This design comes from an exercise in tuning for small area on the open sky130 flow, not from production work. Function was checked by simulation only, so behaviour that the tests miss may differ from the original. Power and IR drop assume default switching activity.

== raven ==
==> flow/design.v <==
`timescale 1ns / 1ps
module pim_system #(
    parameter int BUS_WIDTH_BITS           = 64,
    parameter int CMD_SIZE_BITS            = 64,
    parameter int FETCH_BUS_TRANSFERS      = 128,
    parameter int MACS_PER_CYCLE           = 16,
    parameter int PIM_BASE_LATENCY_CYCLES  = 20,
    parameter int FETCH_CYCLES             = 5,
    parameter int STORE_CYCLES             = 5,
    parameter int SEQUENCER_FIFO_DEPTH     = 4,
    parameter int MICROPROG_LEN_WORDS      = 4,
    parameter int ADDR_WIDTH_BITS          = 64,
    parameter int MEM_DEPTH_WORDS          = 1024
)(
    input  logic clk,
    input  logic rst_n,
    input  logic cpu_cmd_valid,
    input  logic [CMD_SIZE_BITS-1:0]  cpu_cmd_data,
    output logic cpu_cmd_ready,
    input  logic cpu_microprog_valid,
    input  logic [CMD_SIZE_BITS*MICROPROG_LEN_WORDS-1:0] cpu_microprog_data,
    output logic cpu_microprog_ack,
    input  logic cpu_execute_seq_valid,
    output logic cpu_execute_seq_ready,
    output logic pim_system_idle,
    output logic sequencer_busy_out
);
    localparam int CW = 13;    
    localparam int EW = 4*CW;  
    function automatic logic [CW-1:0] encode(input logic [63:0] w);
        logic c, b, r;
        c = (w[63:56] == 8'h03);
        b = (w[63:56] == 8'h01) || (w[63:56] == 8'h02) || (w[63:56] == 8'h04);
        r = |w[3:0];
        encode = {!c || (w[4] && r), w[15:6], c ? w[5] : b, c && (w[4] || r)};
    endfunction
    logic [EW-1:0] mem [0:3];
    logic [3:0] valid_q;
    logic [3:0] move;
    logic       ack_q;
    logic       empty, full, do_write, do_read;
    logic [EW-1:0] wdata;
    assign wdata = {encode(cpu_microprog_data[255:192]), encode(cpu_microprog_data[191:128]),
                    encode(cpu_microprog_data[127:64]),  encode(cpu_microprog_data[63:0])};
    assign empty    = (valid_q == 4'b0000);
    assign full     = (valid_q == 4'b1111);
    assign do_write = cpu_microprog_valid && !full;
    assign move[3] = do_read;
    assign move[2] = valid_q[2] && (!valid_q[3] || move[3]);
    assign move[1] = valid_q[1] && (!valid_q[2] || move[2]);
    assign move[0] = valid_q[0] && (!valid_q[1] || move[1]);
    always_ff @(posedge clk) begin
        if (do_write) mem[0] <= wdata;
        for (int k = 1; k < 4; k++)
            if (move[k-1]) mem[k] <= mem[k-1];
    end
    always_ff @(posedge clk or negedge rst_n) begin
        if (!rst_n) begin
            valid_q <= '0;
            ack_q   <= 1'b0;
        end else begin
            ack_q <= do_write;
            valid_q[0] <= do_write || (valid_q[0] && !move[0]);
            for (int k = 1; k < 4; k++)
                valid_q[k] <= move[k-1] || (valid_q[k] && !move[k]);
        end
    end
    logic [4:0] seq_q;
    logic [EW-1:0] prog_q;
    logic       seq_busy, seq_issue;
    logic       ctrl_busy, accept;
    assign seq_busy  = (seq_q != 5'd0);
    assign seq_issue = seq_q[4] && !seq_q[3] && !seq_q[0];
    assign do_read   = (seq_q == 5'd14);
    always_ff @(posedge clk) begin
        if (do_read) prog_q <= mem[3];
    end
    always_ff @(posedge clk or negedge rst_n) begin
        if (!rst_n)
            seq_q <= 5'd0;
        else if (!seq_busy)
            seq_q <= empty ? 5'd0 : 5'd6;
        else if (seq_q[4] && seq_q[3])
            seq_q <= 5'd0;
        else
            seq_q <= seq_q + {4'd0, !seq_q[4] || !ctrl_busy};
    end
    logic [12:0] ctr_q;
    logic        rnd_q;
    logic [CW-1:0] code;
    logic [12:0]   start;
    always_comb begin
        code = encode(cpu_cmd_data) & {CW{!seq_issue}};
        for (int k = 0; k < 4; k++)
            code = code | (prog_q[k*CW +: CW] & {CW{seq_issue && seq_q[2:1] == 2'(k)}});
    end
    logic special;
    assign special = code[12] && !code[0];
    assign start = !special ? {1'b1, ~code[11:0]} : code[1] ? 13'd8075 : 13'd19;
    assign ctrl_busy = (ctr_q != {8'd0, 4'b1100, rnd_q});
    assign accept    = !ctrl_busy && (seq_issue || cpu_cmd_valid);
    always_ff @(posedge clk or negedge rst_n) begin
        if (!rst_n) begin
            ctr_q <= 13'd24;
            rnd_q <= 1'b0;
        end else begin
            ctr_q <= accept ? start : ctr_q + {12'd0, ctrl_busy};
            if (accept) rnd_q <= code[12] && code[0];
        end
    end
    assign cpu_cmd_ready         = cpu_cmd_valid && !seq_issue && !ctrl_busy;
    assign cpu_microprog_ack     = ack_q;
    assign cpu_execute_seq_ready = !empty && !seq_busy;
    assign pim_system_idle       = !ctrl_busy && !seq_busy && empty;
    assign sequencer_busy_out    = seq_busy;
endmodule
Settings: LEC_CHECK=0, CAP_MARGIN=20, CORE_MARGIN=2, CORE_UTILIZATION=70, PLACE_DENSITY=0.8, SLEW_MARGIN=20; clock period 5.0 ns.
standard.sh (not shown) runs the stock make flow with config.mk's settings and CLKGATE_MAP_FILE= SYNTH_SCRIPT=/design/flow/synth_recipe.tcl, a recipe that flattens the netlist after the stock synthesis.
==> flow/flow/run.sh <==
#!/bin/bash
# The standard layout (standard.sh) with three changes:
#  - synthesis is the standard flow's synthesis script (synth_recipe.tcl, ORFS synth.tcl)
#    with only the ABC mapping script replaced by flow/abc_area.script
#    (area-oriented mapping plus don't-care optimisation, mfs2); the Yosys
#    passes, and so the registers and their names, are unchanged;
#  - port buffers are the smallest buffer, buf_1 (every port still gets one);
#  - clock tree synthesis builds its tree from clkbuf_8 and its leaves from
#    clkbuf_4 in clusters of at most 11 sinks, without dummy loads.
# The make run's output goes to standard.log; ORFS keeps each tool's own
# log under orfs/logs/.
set -euo pipefail
here=$(pwd)
sed "s#^source \$::env(SCRIPTS_DIR)/synth_preamble.tcl\$#&\nset abc_args [lreplace \$abc_args 1 1 $here/flow/abc_area.script]\nputs \"ABC script: [lindex \$abc_args 1]\"#" \
  "$FLOW_HOME/scripts/synth.tcl" > synth_abc.tcl
grep -q "flow/abc_area.script" synth_abc.tcl
sed "s#^source \$::env(SCRIPTS_DIR)/synth.tcl\$#source $here/synth_abc.tcl#" synth_recipe.tcl > own_synth.tcl
grep -q "source $here/synth_abc.tcl" own_synth.tcl
export BUFFER_PORTS_ARGS="-buffer_cell sky130_fd_sc_hd__buf_1"
export CTS_ARGS="-sink_clustering_enable -repair_clock_nets -dont_use_dummy_load -buf_list {sky130_fd_sc_hd__clkbuf_4 sky130_fd_sc_hd__clkbuf_8} -root_buf sky130_fd_sc_hd__clkbuf_8 -tree_buf sky130_fd_sc_hd__clkbuf_8 -sink_clustering_buffer sky130_fd_sc_hd__clkbuf_4 -sink_clustering_size 11 -sink_clustering_max_diameter 40"
bash standard.sh SYNTH_SCRIPT="$here/own_synth.tcl" finish > standard.log 2>&1
==> flow/flow/abc_area.script <==
&get -n
&st
&dch -f
&nf -R 1000 -p
&put
mfs2 -W 10
&get -n
&st
&dch -f
&nf -R 1000 -p
&put
mfs2 -W 10
&get -n
&st
&dch -f
&nf -R 1000 -p
&put
mfs2 -W 10
strash
&get -n
&st
&dch -f
&nf -R 1000 -p
&put
buffer -c
topo
stime -c
upsize -c
dnsize -c
### raven -> juniper
==> flow/flow/run.sh <==
#!/bin/bash
# The standard layout (standard.sh: standard synthesis, floorplan,
# placement, CTS, routing), with two changes passed through the ORFS
# variables it reads:
#  - port buffers are the smallest buffer, buf_1 (every port still gets one);
#  - clock tree synthesis builds its tree from clkbuf_8 and its leaves from
#    clkbuf_4 in clusters of at most 11 sinks, without dummy loads.
# The whole make run's output goes to standard.log; ORFS keeps each
# tool's own log under orfs/logs/.
set -euo pipefail
export BUFFER_PORTS_ARGS="-buffer_cell sky130_fd_sc_hd__buf_1"
export CTS_ARGS="-sink_clustering_enable -repair_clock_nets -dont_use_dummy_load -buf_list {sky130_fd_sc_hd__clkbuf_4 sky130_fd_sc_hd__clkbuf_8} -root_buf sky130_fd_sc_hd__clkbuf_8 -tree_buf sky130_fd_sc_hd__clkbuf_8 -sink_clustering_buffer sky130_fd_sc_hd__clkbuf_4 -sink_clustering_size 11 -sink_clustering_max_diameter 40"
bash standard.sh > standard.log 2>&1
removed: flow/flow/abc_area.script
--- outcome ---
- Every run in the comparison, raven and juniper, completed the flow with a clean layout.
- Re cell area: raven was lower than juniper.
- Per the comparison of juniper with raven, detailed placer's ending HPWL went up; count of clock-buffer cells in the layout increased 1.
- Compared with raven, juniper degrades power in the clock group.
- Relative to raven, power in combinational cells decreased by 66% in juniper.
- On arrival time of the worst setup path: between raven and juniper, it ends up higher for raven.
Input-level comparison between violet and juniper:
==> flow/flow/run.sh <==
#!/bin/bash
# The standard layout (standard.sh) with three changes:
#  - synthesis is the standard flow's synthesis script (synth_recipe.tcl, ORFS synth.tcl)
#    with only the ABC mapping script replaced by flow/abc_area.script
#    (area-oriented mapping plus don't-care optimisation, mfs2); the Yosys
#    passes, and so the registers and their names, are unchanged;
#  - port buffers are the smallest buffer, buf_1 (every port still gets one);
#  - clock tree synthesis builds its tree from clkbuf_8 and its leaves from
#    clkbuf_4 in clusters of at most 11 sinks, without dummy loads.
# The make run's output goes to standard.log; ORFS keeps each tool's own
# log under orfs/logs/.
set -euo pipefail
here=$(pwd)
sed "s#^source \$::env(SCRIPTS_DIR)/synth_preamble.tcl\$#&\nset abc_args [lreplace \$abc_args 1 1 $here/flow/abc_area.script]\nputs \"ABC script: [lindex \$abc_args 1]\"#" \
  "$FLOW_HOME/scripts/synth.tcl" > synth_abc.tcl
grep -q "flow/abc_area.script" synth_abc.tcl
sed "s#^source \$::env(SCRIPTS_DIR)/synth.tcl\$#source $here/synth_abc.tcl#" synth_recipe.tcl > own_synth.tcl
grep -q "source $here/synth_abc.tcl" own_synth.tcl
export BUFFER_PORTS_ARGS="-buffer_cell sky130_fd_sc_hd__buf_1"
export CTS_ARGS="-sink_clustering_enable -repair_clock_nets -dont_use_dummy_load -buf_list {sky130_fd_sc_hd__clkbuf_4 sky130_fd_sc_hd__clkbuf_8} -root_buf sky130_fd_sc_hd__clkbuf_8 -tree_buf sky130_fd_sc_hd__clkbuf_8 -sink_clustering_buffer sky130_fd_sc_hd__clkbuf_4 -sink_clustering_size 11 -sink_clustering_max_diameter 40"
bash standard.sh SYNTH_SCRIPT="$here/own_synth.tcl" finish > standard.log 2>&1
==> flow/flow/abc_area.script (new file) <==
&get -n
&st
&dch -f
&nf -R 1000 -p
&put
mfs2 -W 10
&get -n
&st
&dch -f
&nf -R 1000 -p
&put
mfs2 -W 10
&get -n
&st
&dch -f
&nf -R 1000 -p
&put
mfs2 -W 10
strash
&get -n
&st
&dch -f
&nf -R 1000 -p
&put
topo
--- outcome ---
violet closes out successfully: all stages finished, all timing, DRC and antenna checks passed. violet against juniper: post-CTS clock slew at the launch and capture registers of the worst setup and hold paths comparable, routed wire length on met2 now larger, non-clock inverter count in the final layout now larger, pin count of the biggest net entering global routing now smaller. Comparing juniper and violet, the lower standard cell core area was measured on violet.
Relative to violet, the following input files were edited for onyx:
--- a/flow/flow/abc_area.script
+++ b/flow/flow/abc_area.script
@@ -1,2 +1,6 @@
+&get -n
+&st
+&dc2
+&put
 &get -n
 &st
@@ -23,3 +27,10 @@
 &nf -R 1000 -p
 &put
+mfs2 -W 10
+strash
+&get -n
+&st
+&dch -f
+&nf -R 1000 -p
+&put
 topo
Notes after the runs:
- The final layout from onyx, which completed every stage, passed the timing, DRC and antenna checks at the end of the flow.
- onyx -> violet: fraction of synthesized area in multiplexers flat
- Summary — share of total power in combinational logic, onyx relative to violet: lower, by 7.0 points.
- Compared with violet, overall power in onyx decreased by more than 10%.
- onyx: total of plain and repair buffers excluding clock buffers about 0.7% below violet
- Compared with violet, in onyx switching power as a share of total power shrank by 4.5 points; wire length shrank by 780 um; routed via count shows a reduction of 171; number of gates on the worst path with buffers counted went down.

-- separate check: timing with driven ports --
No port has a modelled driver above. Below, the same layouts with a new extraction and two added sets of constraints. Step 1 assumes that a clkbuf_16 drives the clock port and a buf_2 every other input. Step 2 also shifts input and output timing later by t, the mid clock arrival at the registers, as if the neighbouring blocks saw the same clock. a / b / c = ideal ports / drivers / drivers and shift; a / b = the first two.
run	t (ns)	setup WS [ns]	worst hold slack (ns)	clock arrival spread, ns	slew at the worst register clock pin (ns)
raven	0.504	1.717 / 1.683 / 1.582	0.378 / 0.378 / 0.378	0.061 / 0.061	0.11 / 0.11
juniper	0.522	1.738 / 1.704 / 1.870	0.400 / 0.400 / 0.400	0.051 / 0.051	0.10 / 0.10
violet	0.554	1.707 / 1.707 / 1.318	0.375 / 0.375 / 0.375	0.042 / 0.042	0.11 / 0.11
onyx	0.547	1.187 / 1.187 / 1.187	0.391 / 0.391 / 0.391	0.053 / 0.052	0.12 / 0.12
After both steps every run listed still meets setup and hold. The setup slack of violet, which loses most, moves by 0.000 ns with the drivers and by -0.389 ns with both steps.
